Context: an optimization exercise on an open-source flow, tuned for small area, a short achievable clock period and few clock cycles per item. The choices shown serve that exercise and are no tape-out recipe.
RTL that was checked went through simulation tests only; none was proved equivalent to the original.
The clock port is modelled as an ideal driver, which makes a skipped or thinned clock tree look cheaper than it is; a real chip needs a root buffer or a tree.
Power and IR drop assume default switching activity.

## run 1
// LBP
module LBP (
	input  clk,
	input  reset,
	output reg [13:0] gray_addr,
	output reg        gray_req,
	input             gray_ready,
	input      [7:0]  gray_data,
	output reg        lbp_valid,
	output reg [13:0] lbp_addr,
	output reg [7:0]  lbp_data,
	output reg        finish
);
For scale: roughly 360 cells after synthesis, about 4300 um2 of cells after synthesis.
Settings: LEC_CHECK=0, CAP_MARGIN=20, CORE_MARGIN=2, CORE_UTILIZATION=60, SETUP_SLACK_MARGIN=2.45, SLEW_MARGIN=20; clock period 4.0 ns.
standard.sh (not shown) runs the stock make flow with config.mk's settings and CLKGATE_MAP_FILE= SYNTH_SCRIPT=/design/flow/synth_recipe.tcl, a recipe that flattens the netlist after the stock synthesis.
==> flow/flow/run.sh <==
#!/bin/bash
# The standard layout, with plain buf_1 port buffers and a two-level
# inverter clock tree: after CTS, flow/mytree2.tcl replaces the tree with
# N1 first-level inverters fed from the clock port and N2 second-level
# inverters, each driving one cluster of flip-flops. Timing repair then
# runs after global routing as usual.
set -euo pipefail
HERE=$(pwd)
bash standard.sh finish \
  "BUFFER_PORTS_ARGS=-buffer_cell sky130_fd_sc_hd__buf_1" \
  "SKIP_CTS_REPAIR_TIMING=1" \
  "POST_CTS_TCL=$HERE/flow/mytree2.tcl" \
  "MYTREE_N1=3" "MYTREE_N2=6" MYTREE_CELL1=sky130_fd_sc_hd__inv_8 > standard_flow.log 2>&1
==> flow/flow/mytree2.tcl <==
# Replace the clock tree built by CTS with a two-level inverter tree:
# the clock port feeds N1 first-level inverters, each of which feeds
# N2/N1 second-level inverters; each second-level inverter drives one
# cluster of flip-flops. Every flip-flop sees the clock through exactly
# two inverters, so the tree is balanced and keeps the clock's polarity.
set n1 [expr {[info exists ::env(MYTREE_N1)] ? $::env(MYTREE_N1) : 4}]
set n2 [expr {[info exists ::env(MYTREE_N2)] ? $::env(MYTREE_N2) : 8}]
set cell1 [expr {[info exists ::env(MYTREE_CELL1)] ? $::env(MYTREE_CELL1) : "sky130_fd_sc_hd__inv_12"}]
set cell2 [expr {[info exists ::env(MYTREE_CELL2)] ? $::env(MYTREE_CELL2) : "sky130_fd_sc_hd__inv_8"}]
set db [ord::get_db]
set block [ord::get_db_block]
set clk [$block findNet clk]

# sinks: every flip-flop clock pin, found through the existing tree
set sinks {}
set todo [list $clk]
set bufs {}
set dead {}
while {[llength $todo]} {
  set net [lindex $todo 0]; set todo [lrange $todo 1 end]
  foreach it [$net getITerms] {
    if {![$it isInputSignal] && [$it getIoType] ne "INPUT"} { continue }
    set inst [$it getInst]
    set mname [[$inst getMaster] getName]
    if {[string match "sky130_fd_sc_hd__df*" $mname]} {
      lappend sinks $it
    } else {
      # clock buffers and the dummy loads CTS hangs on the tree
      lappend bufs $inst
      foreach o [$inst getITerms] { if {[$o isOutputSignal]} { set n [$o getNet]; if {$n ne "NULL"} { lappend todo $n } } }
    }
  }
}
puts "mytree2: [llength $sinks] sinks, removing [llength $bufs] cells of the old tree"
foreach inst $bufs {
  foreach o [$inst getITerms] {
    if {[$o isOutputSignal]} { set n [$o getNet]; if {$n ne "NULL" && $n ne $clk} { lappend dead $n } }
  }
}
foreach it $sinks { $it disconnect }
foreach inst $bufs { odb::dbInst_destroy $inst }
foreach n [lsort -unique $dead] { odb::dbNet_destroy $n }

# balanced k-means: k clusters of at most ceil(n/k) points each
proc bkmeans {pts k} {
  set n [llength $pts]
  set cap [expr {($n + $k - 1) / $k}]
  set sorted [lsort -integer -index 0 $pts]
  set cents {}
  for {set c 0} {$c < $k} {incr c} {
    lappend cents [lindex $sorted [expr {int(($c + 0.5) * $n / $k)}]]
  }
  set assign {}
  for {set iter 0} {$iter < 40} {incr iter} {
    set pairs {}
    set i 0
    foreach p $pts {
      for {set c 0} {$c < $k} {incr c} {
        set q [lindex $cents $c]
        lappend pairs [list [expr {abs([lindex $p 0]-[lindex $q 0]) + abs([lindex $p 1]-[lindex $q 1])}] $i $c]
      }
      incr i
    }
    set assign [lrepeat $n -1]
    set fill [lrepeat $k 0]
    foreach pr [lsort -integer -index 0 $pairs] {
      lassign $pr d i c
      if {[lindex $assign $i] >= 0 || [lindex $fill $c] >= $cap} { continue }
      lset assign $i $c
      lset fill $c [expr {[lindex $fill $c] + 1}]
    }
    set newc {}
    for {set c 0} {$c < $k} {incr c} {
      set sx 0; set sy 0; set m 0
      foreach p $pts a $assign { if {$a == $c} { incr sx [lindex $p 0]; incr sy [lindex $p 1]; incr m } }
      if {$m} { lappend newc [list [expr {$sx/$m}] [expr {$sy/$m}]] } else { lappend newc [lindex $cents $c] }
    }
    set cents $newc
  }
  return [list $assign $cents]
}

proc add_inv {block master name x y innet} {
  set inst [odb::dbInst_create $block $master $name]
  set net [odb::dbNet_create $block "${name}_net"]
  $net setSigType CLOCK
  $inst setLocation $x $y
  $inst setPlacementStatus PLACED
  [$inst findITerm A] connect $innet
  [$inst findITerm Y] connect $net
  return $net
}

set pts {}
foreach it $sinks {
  set bb [[$it getInst] getBBox]
  lappend pts [list [expr {([$bb xMin]+[$bb xMax])/2}] [expr {([$bb yMin]+[$bb yMax])/2}]]
}
lassign [bkmeans $pts $n2] a2 c2
lassign [bkmeans $c2 $n1] a1 c1

set m1 [$db findMaster $cell1]
set m2 [$db findMaster $cell2]
set l1nets {}
for {set k 0} {$k < $n1} {incr k} {
  set c [lindex $c1 $k]
  lappend l1nets [add_inv $block $m1 "clkinv_l1_$k" [lindex $c 0] [lindex $c 1] $clk]
}
for {set k 0} {$k < $n2} {incr k} {
  set c [lindex $c2 $k]
  set net [add_inv $block $m2 "clkinv_l2_$k" [lindex $c 0] [lindex $c 1] [lindex $l1nets [lindex $a1 $k]]]
  set m 0
  foreach it $sinks a $a2 { if {$a == $k} { $it connect $net; incr m } }
  puts "mytree2: l2 $k under l1 [lindex $a1 $k] at $c drives $m sinks"
}
detailed_placement
Testbench counts of run 1, summed over its fixed seeds: cycles 344,080, images 16.
The following lists how run 2 was set up differently from run 1:
--- a/flow/flow/run.sh
+++ b/flow/flow/run.sh
@@ -13 +13 @@
-  "MYTREE_N1=3" "MYTREE_N2=6" MYTREE_CELL1=sky130_fd_sc_hd__inv_8 > standard_flow.log 2>&1
+  "MYTREE_N1=4" "MYTREE_N2=8" "POST_GLOBAL_ROUTE_TCL=$HERE/flow/morerepair.tcl"  > standard_flow.log 2>&1
==> flow/flow/morerepair.tcl (new file) <==
# Extra setup repair passes after global routing, with the same margin as
# the flow's own pass.
set margin $::env(SETUP_SLACK_MARGIN)
for {set pass 0} {$pass < 2} {incr pass} {
  estimate_parasitics -global_routing
  global_route -start_incremental
  repair_timing -setup -setup_margin $margin -repair_tns 100 -verbose
  detailed_placement
  global_route -end_incremental
}
estimate_parasitics -global_routing
### Flow results
Summary — layout net count, run 2 relative to run 1: higher, by 3. Summary of run 2 over run 1: post-route fraction of the period consumed by the critical path up 0.51 points; sequential power flat; wire length flat. Of the two candidates, run 1 has the better maximum frequency and run 2 the worse one. Across both runs, synthesis-to-layout area growth was higher for run 2 than for run 1. Relative to run 1, run 2 degrades post-route worst hold slack. Summary — number of standard cells in the final layout excluding fillers, run 2 relative to run 1: higher, by about 0.6%. Run 2 ended up with a higher clock share of power than run 1 did. First-iteration DRC count went up by more than 10% going from run 1 to run 2.
Here is what was changed in the inputs of run 3 compared with run 2.
Settings: a change of SETUP_SLACK_MARGIN from 2.45 to 2.55; an added TNS_END_PERCENT of 20.
--- a/flow/flow/run.sh
+++ b/flow/flow/run.sh
@@ -13 +13 @@
-  "MYTREE_N1=4" "MYTREE_N2=8" "POST_GLOBAL_ROUTE_TCL=$HERE/flow/morerepair.tcl"  > standard_flow.log 2>&1
+  "MYTREE_N1=4" "MYTREE_N2=8"  > standard_flow.log 2>&1
removed: flow/flow/morerepair.tcl
As far as overall power consumption is concerned, run 3 and run 2 perform about the same.
Minimum period implied by the final worst setup slack for run 3: 6.5 ps up relative to run 2
Looking at fmax, run 3 sits about 0.4% below run 2.
### run 3 -> run 4
Settings: a change of SETUP_SLACK_MARGIN from 2.55 to 2.5; a deleted TNS_END_PERCENT that had been 20; an added ABC_AREA of 1.
[summary]
After synthesis and placement, the instance count of run 4 is above that of run 3.
Against run 3, cell area in run 4 rose slightly.
Run comparison: run 3 endpoint of the most critical setup path gray_addr[1]; run 4 endpoint of the most critical setup path gray_addr[13]
Summary of run 4 over run 3: setup slack went up by 140 ps, number of fillers in the final layout climbed 19%, xor and xnor fraction of the mapped netlist area has decreased.
No run of this note takes its clock network from TritonCTS; it comes from the design's own scripts or RTL.

The RTL this note starts from:
==> flow/design.v <==
`timescale 1ns/10ps
module LBP (
	input  clk,
	input  reset,
	output reg [13:0] gray_addr,
	output reg        gray_req,
	input             gray_ready,
	input      [7:0]  gray_data,
	output reg        lbp_valid,
	output reg [13:0] lbp_addr,
	output reg [7:0]  lbp_data,
	output reg        finish
);
	localparam H = 8;            
	wire [6:0] row = gray_addr[13:7];
	wire [6:0] col = gray_addr[6:0];
	reg  [2:0] s;                
	reg        endc;             
	reg        ends;             
	reg        last;             
	wire [6:0] row_step = {{4{endc}}, {2{ends}}, 1'b1};
	reg run;
	always @(posedge clk) begin
		if (reset) begin
			gray_req  <= 1'b0;
			run       <= 1'b0;
			lbp_valid <= 1'b0;
			finish    <= 1'b0;
		end else begin
			gray_req  <= gray_ready & ~finish & ~(gray_req & last);
			run       <= gray_ready & ~finish & ~(run & last);
			lbp_valid <= run & (s >= 3'd2) & (col >= 7'd2);
			if (run & last) finish <= 1'b1;
		end
	end
	always @(posedge clk) begin
		if (run) begin
			{gray_addr[6:0], s} <= {col, s} + 10'd1;
			gray_addr[13:7] <= row + row_step;
		end else begin
			{gray_addr, s} <= 17'd0;
		end
	end
	always @(posedge clk) begin
		endc <= (s == 3'd6);
		ends <= (s == 3'd6) & (col == 7'd127);
		last <= (s == 3'd6) & (col == 7'd127) & (row == 7'd126);
	end
	reg [7:0] d [0:H];
	integer i;
	always @(posedge clk) begin
		d[0] <= gray_data;
		for (i = 1; i <= H; i = i + 1) d[i] <= d[i-1];
	end
	function [1:0] tcmp;
		input [7:0] a, b;
		reg [7:0] g, e;
		reg [3:0] g2, e2;
		reg [1:0] g4, e4;
		integer k;
		begin
			g = a & ~b; e = ~(a ^ b);
			for (k = 0; k < 4; k = k + 1) begin
				g2[k] = g[2*k+1] | (e[2*k+1] & g[2*k]);
				e2[k] = e[2*k+1] & e[2*k];
			end
			for (k = 0; k < 2; k = k + 1) begin
				g4[k] = g2[2*k+1] | (e2[2*k+1] & g2[2*k]);
				e4[k] = e2[2*k+1] & e2[2*k];
			end
			tcmp = {g4[1] | (e4[1] & g4[0]), e4[1] & e4[0]};
		end
	endfunction
	wire [7:0] c = d[H];
	wire [1:0] r_dg = tcmp(gray_data, c), r_hz = tcmp(d[0], c);
	wire [1:0] r_ad = tcmp(d[1], c),      r_vt = tcmp(d[H-1], c);
	wire ge_dg = r_dg[1] | r_dg[0],  le_dg = ~r_dg[1];
	wire ge_hz = r_hz[1] | r_hz[0],  le_hz = ~r_hz[1];
	wire ge_ad = r_ad[1] | r_ad[0],  le_ad = ~r_ad[1];
	wire ge_vt = r_vt[1] | r_vt[0],  le_vt = ~r_vt[1];
	reg [H:0]   q_dg;    
	reg [H-1:0] q_hz;
	reg [H-2:0] q_ad;
	reg         q_vt;
	always @(posedge clk) begin
		q_dg <= {q_dg[H-1:0], le_dg};
		q_hz <= {q_hz[H-2:0], le_hz};
		q_ad <= {q_ad[H-3:0], le_ad};
		q_vt <= le_vt;
	end
	always @(posedge clk) begin
		lbp_addr <= {row - 7'd1, col - 7'd1};
		lbp_data <= {ge_dg, ge_vt, q_ad[H-2], ge_hz, q_hz[H-1], ge_ad, q_vt, q_dg[H]};
	end
endmodule
==> flow/config.mk <==
export PLATFORM = sky130hd
export DESIGN_NAME = LBP
export DESIGN_NICKNAME = LBP
export VERILOG_FILES = /design/flow/design.v
export SDC_FILE = /design/flow/constraint.sdc
export NUM_CORES = 4
export LEC_CHECK = 0
export CAP_MARGIN = 20
export CORE_MARGIN = 2
export CORE_UTILIZATION = 60
export SETUP_SLACK_MARGIN = 2.45
export SLEW_MARGIN = 20
==> flow/constraint.sdc <==
create_clock -name core_clock -period 4.0 [get_ports {clk}]
set_input_delay 0.8000 -clock core_clock [delete_from_list [all_inputs] [get_ports {clk}]]
set_output_delay 0.8000 -clock core_clock [all_outputs]
set_load 0.01 [all_outputs]
==> flow/flow/run.sh <==
#!/bin/bash
# The standard layout, with plain buf_1 port buffers and a two-level
# inverter clock tree: after CTS, flow/mytree2.tcl replaces the tree with
# N1 first-level inverters fed from the clock port and N2 second-level
# inverters, each driving one cluster of flip-flops. Timing repair then
# runs after global routing as usual.
set -euo pipefail
HERE=$(pwd)
bash standard.sh finish \
  "BUFFER_PORTS_ARGS=-buffer_cell sky130_fd_sc_hd__buf_1" \
  "SKIP_CTS_REPAIR_TIMING=1" \
  "POST_CTS_TCL=$HERE/flow/mytree2.tcl" \
  "MYTREE_N1=4" "MYTREE_N2=8"  > standard_flow.log 2>&1
Scripts as last shown in full above: flow/flow/mytree2.tcl
Then changed:
SETUP_SLACK_MARGIN = 2.55   (was 2.45)
TNS_END_PERCENT = 20   (was not set)
Effect: The new run ran to the end with no violations. Register-to-register slack is about the same. Wire length does not change. Setup slack improved by 0.021 ns. Via count does not change. Synthesized area stays the same. Utilization came out higher by 0.66 points. Sequential share of layout area came out lower by 0.56 points. Critical path depth stays the same. Sequential power stays flat. Power stays flat. Die area stays the same.
No functional check of the RTL was part of any run of this note. No run of this note takes its clock network from TritonCTS; it comes from the design's own scripts or RTL.

what the ideal ports hide:
No port has a modelled driver above. Below, the same layouts with a new extraction and two added sets of constraints. Step 1 assumes that a clkbuf_16 drives the clock port and a buf_2 every other input. Step 2 adds t to the input delays and takes it off the output delays; t is the mean of the earliest and latest rising clock arrival at the registers after step 1. Input paths then give back, and output paths get back, about the clock's delay inside the block. Slacks: no drivers / after step 1 / after step 2; pairs: no drivers / after step 1.
run	shift t [ns]	setup slack, ns	worst hold slack (ns)	clock arrival spread, ns	worst slew at a driven data input, ns
run 1	0.228	2.403 / 2.367 / 2.299	0.332 / 0.332 / 0.332	0.015 / 0.014	0.03
run 2	0.252	2.383 / 2.345 / 2.246	0.325 / 0.325 / 0.325	0.012 / 0.012	0.04
run 3	0.257	2.376 / 2.234 / 2.243	0.320 / 0.321 / 0.321	0.019 / 0.018	0.04
run 4	0.256	2.512 / 2.366 / 2.482	0.316 / 0.316 / 0.316	0.020 / 0.021	0.03
the first run of note 2	0.251	2.405 / 2.353 / 2.278	0.321 / 0.321 / 0.321	0.010 / 0.011	0.03
the second run of note 2	0.253	2.426 / 2.307 / 2.296	0.327 / 0.328 / 0.328	0.013 / 0.014	0.03
After both steps every run listed still meets setup and hold. The setup slack of run 2, which loses most, moves by -0.038 ns with the drivers and by -0.137 ns with both steps.
